Background: an optimization exercise with open tools, aiming at small area and a short achievable clock period. Do not read the settings as production practice. In this exercise RTL edits were held to simulation tests only and were not proved equivalent to the original. No activity file was given, so power comes from the tool's default toggle rates.

run 1:
Design Controller, start of the top module:
module Controller (CLK, reset, busIn, instrIn, imemAddr, out);
Size: ~1500 cells after synthesis, ~49 flip-flops, roughly 170 I/O pins.
clock: 9.0 ns
lec_check: 0
abc_area: 1
cap_margin: 20
core_margin: 2
core_utilization: 45
setup_slack_margin: 2.6
slew_margin: 20
synth_hierarchical: 1
standard.sh (not shown) runs the stock make flow with config.mk's settings and CLKGATE_MAP_FILE= SYNTH_SCRIPT=/design/flow/synth_recipe.tcl, a recipe that flattens the netlist after the stock synthesis.
==> flow/flow/run.sh <==
#!/bin/bash
# Own layout flow: the standard ORFS flow with two changes.
#  - Synthesis: ADDER_MAP_FILE is left empty, so Yosys does not extract full/half adder cells
#    before ABC and ABC maps the adders' gates itself (faster, no larger). Everything else in
#    the standard synthesis, and so every register, its name and cell type, is unchanged.
#  - Placement: every port still gets a buffer, but sky130_fd_sc_hd__buf_1 instead of the delay
#    cell buffer_ports picks by default; the resizer upsizes these where timing needs it.
# Each step's full log is under orfs/logs/; make's own output goes to standard_finish.log.
set -euo pipefail
export BUFFER_PORTS_ARGS="-buffer_cell sky130_fd_sc_hd__buf_1"
bash standard.sh ADDER_MAP_FILE= finish > standard_finish.log 2>&1
The inputs of run 2 differ from those of run 1 as listed below.
diff --git a/flow/config.mk b/flow/config.mk
--- a/flow/config.mk
+++ b/flow/config.mk
@@ -11,2 +11,3 @@
 export CORE_UTILIZATION = 45
+export CTS_BUF_LIST = sky130_fd_sc_hd__clkbuf_8
 export SETUP_SLACK_MARGIN = 2.6
Findings:
- ~same vertical die dimension in run 1 and run 2
- Looking at critical path's slowest cell, the mux2i_1 result is from run 1; the nor2_1 one comes from run 2.
- Compared with run 1, run 2 shows a higher met3 usage in global routing.
- Core utilization: run 2 lower than run 1
- Lower clock transition at the register clock pins on the worst setup and hold paths after CTS goes to run 1 over run 2.
- [compare] base=run 1 new=run 2: global-route met1 utilization down 0.36 points, setup slack after layout up 0.045 ns.
- Run 1 ended up with out[49] as its end point of the critical path; run 2 ended up with out[41].
Modified inputs, run 3 compared to run 2
diff --git a/flow/config.mk b/flow/config.mk
--- a/flow/config.mk
+++ b/flow/config.mk
@@ -11,4 +11,3 @@
 export CORE_UTILIZATION = 45
-export CTS_BUF_LIST = sky130_fd_sc_hd__clkbuf_8
-export SETUP_SLACK_MARGIN = 2.6
+export SETUP_SLACK_MARGIN = 2.5
 export SLEW_MARGIN = 20
## What came out
Run 3: done, clean on timing, DRC and antenna. Cmp run 3 and run 2 / net count of the finished layout / higher: run 2. Diff run 2 -> run 3 | post-detailed-route wirelength per cell | down slightly. Comparing run 3 and run 2, shortest clock period the worst path allows after layout is lower on run 2. Run 3 -> run 2: total routing usage reported by global routing flat. Comparing run 3 and run 2, the higher worst-case hold slack is on run 2. Cmp run 3 and run 2 / worst-margin pin slew / lower: run 3. Run 3 vs. run 2: maximum vdd ir drop picked up an extra 0.000019 V; via count normalized by instance count lost about 0.6%; non-clock buffer total of the final layout lost 4; sum of routed wire length over all layers lost 1.3%.

## run D
Controller, a different RTL version from the one above (not shown whole).
For scale: about 49 flip-flops, about 0.0080 mm2 of cells after synthesis.
export LEC_CHECK = 0
export ABC_AREA = 1
export CAP_MARGIN = 20
export CORE_MARGIN = 2
export CORE_UTILIZATION = 30
export SETUP_SLACK_MARGIN = 2
export SLEW_MARGIN = 20
create_clock -name core_clock -period 9.0 [get_ports {CLK}]
Scripts as last shown in full above: flow/flow/run.sh
Modified inputs, run C compared to run D
Settings: SETUP_SLACK_MARGIN removed (was 2).
Notes after the runs:
In the tables for run D and run C, proportion of power drawn by combinational gates reads higher with run D. Run C ends up with higher final cycle utilization of the critical path than run D does. Summary of run C over run D: count of non-filler cells in the finished layout held steady, multi-input combinational area share grew by 0.23 points.

== red ==
Another version of the RTL of Controller (not shown whole).
Size in the first run: ~1500 cells after synthesis, about 170 I/O pins, ~7900 um^2 of cells after synthesis.
==> flow/config.mk <==
export PLATFORM = sky130hd
export DESIGN_NAME = Controller
export DESIGN_NICKNAME = Controller
export VERILOG_FILES = /design/flow/design.v
export SDC_FILE = /design/flow/constraint.sdc
export NUM_CORES = 4
export LEC_CHECK = 0
export ABC_AREA = 1
export CAP_MARGIN = 20
export CORE_MARGIN = 2
export CORE_UTILIZATION = 45
export SETUP_SLACK_MARGIN = 2.5
export SLEW_MARGIN = 20
==> flow/constraint.sdc <==
create_clock -name core_clock -period 9.0 [get_ports {CLK}]
set_input_delay 1.8000 -clock core_clock [delete_from_list [all_inputs] [get_ports {CLK}]]
set_output_delay 1.8000 -clock core_clock [all_outputs]
set_load 0.01 [all_outputs]
Scripts as last shown in full above: flow/flow/run.sh
### red -> blue
# red
export LEC_CHECK = 0
export ABC_AREA = 1
export CAP_MARGIN = 20
export CORE_MARGIN = 2
export CORE_UTILIZATION = 45
export SETUP_SLACK_MARGIN = 2.5
export SLEW_MARGIN = 20
create_clock -name core_clock -period 9.0 [get_ports {CLK}]
# blue
export LEC_CHECK = 0
export ABC_AREA = 1
export CAP_MARGIN = 20
export CORE_MARGIN = 2
export CORE_UTILIZATION = 60
export SETUP_SLACK_MARGIN = 2.5
export SLEW_MARGIN = 20
create_clock -name core_clock -period 9.0 [get_ports {CLK}]
Results
Relative area change from synthesis to final layout was higher in the run labelled red. [diff] die area, blue relative to red: improvement. Area: blue vs red -> blue smaller. Compared to red, blue has routed wire length 3.0% lower. Higher final standard cell count with taps included and fillers excluded goes to red over blue. Combinational power share: higher on red. Diff red -> blue: core utilization increased 18 points, clock share of power went up, minimum clock period after layout went down by 0.0061 ns.
> inputs changed (blue -> green)
# blue
export LEC_CHECK = 0
export ABC_AREA = 1
export CAP_MARGIN = 20
export CORE_MARGIN = 2
export CORE_UTILIZATION = 60
export SETUP_SLACK_MARGIN = 2.5
export SLEW_MARGIN = 20
create_clock -name core_clock -period 9.0 [get_ports {CLK}]
# green
export LEC_CHECK = 0
export ABC_AREA = 1
export CAP_MARGIN = 20
export CORE_MARGIN = 2
export CORE_UTILIZATION = 45
export SETUP_SLACK_MARGIN = 2.8
export SLEW_MARGIN = 20
create_clock -name core_clock -period 9.0 [get_ports {CLK}]
==> notes.md <==
- Cmp blue and green / remaining max-slew budget at the tightest pin / higher: green
- Summary: with blue as the reference, cell count in green moved up by a few percent.
- Taking blue over green, the last weighted congestion value of the routability-driven placer ratio works out to 0.935.
- green: post-route met1 wirelength about 17% above blue
- Relative to blue, the final cell area reported for green is higher.
- Diff blue -> green: met2 capacity usage during global routing now smaller, number of cells after detailed placement now larger, clock period minus worst slack now smaller, power comparable, fraction of standard cell area that is sequential now smaller.
- green vs. blue: global-route wire length before repair went up by 1.7%.

-- port drivers added, routing unchanged --
The flow's constraints put no driver on any port. The routed layouts listed below were extracted and timed again, unchanged, in two steps. Step 1 (the two cells are an assumption about what drives the block):
set clk [get_ports {CLK}]
set_driving_cell -lib_cell sky130_fd_sc_hd__clkbuf_16 $clk
set_driving_cell -lib_cell sky130_fd_sc_hd__buf_2 [delete_from_list [all_inputs] $clk]
Step 2, shift: input delay + t, output delay - t, t = (earliest + latest rising clock arrival at the registers) / 2. This alone moves slack from input paths to output paths. Three values: ideal, step 1, step 2; two values: the first two.
run	t, ns	setup WS [ns]	worst slew at a driven data input, ns	pins driven straight from the clock port
run 1	0.360	2.693 / 2.656 / 2.656	0.07	1
run 2	0.381	2.738 / 2.690 / 2.690	0.07	1
run 3	0.359	2.664 / 2.627 / 2.627	0.07	1
run D	0.358	2.263 / 2.243 / 2.243	0.06	1
run C	0.358	1.490 / 1.469 / 1.469	0.06	1
red	0.355	2.535 / 2.486 / 2.486	0.06	1
blue	0.359	2.541 / 2.482 / 2.482	0.08	1
green	0.357	2.784 / 2.647 / 2.647	0.14	1
After both steps setup and hold are still met in every run listed. The setup slack of green, which loses most, moves by -0.137 ns with the drivers and by -0.137 ns with both steps.
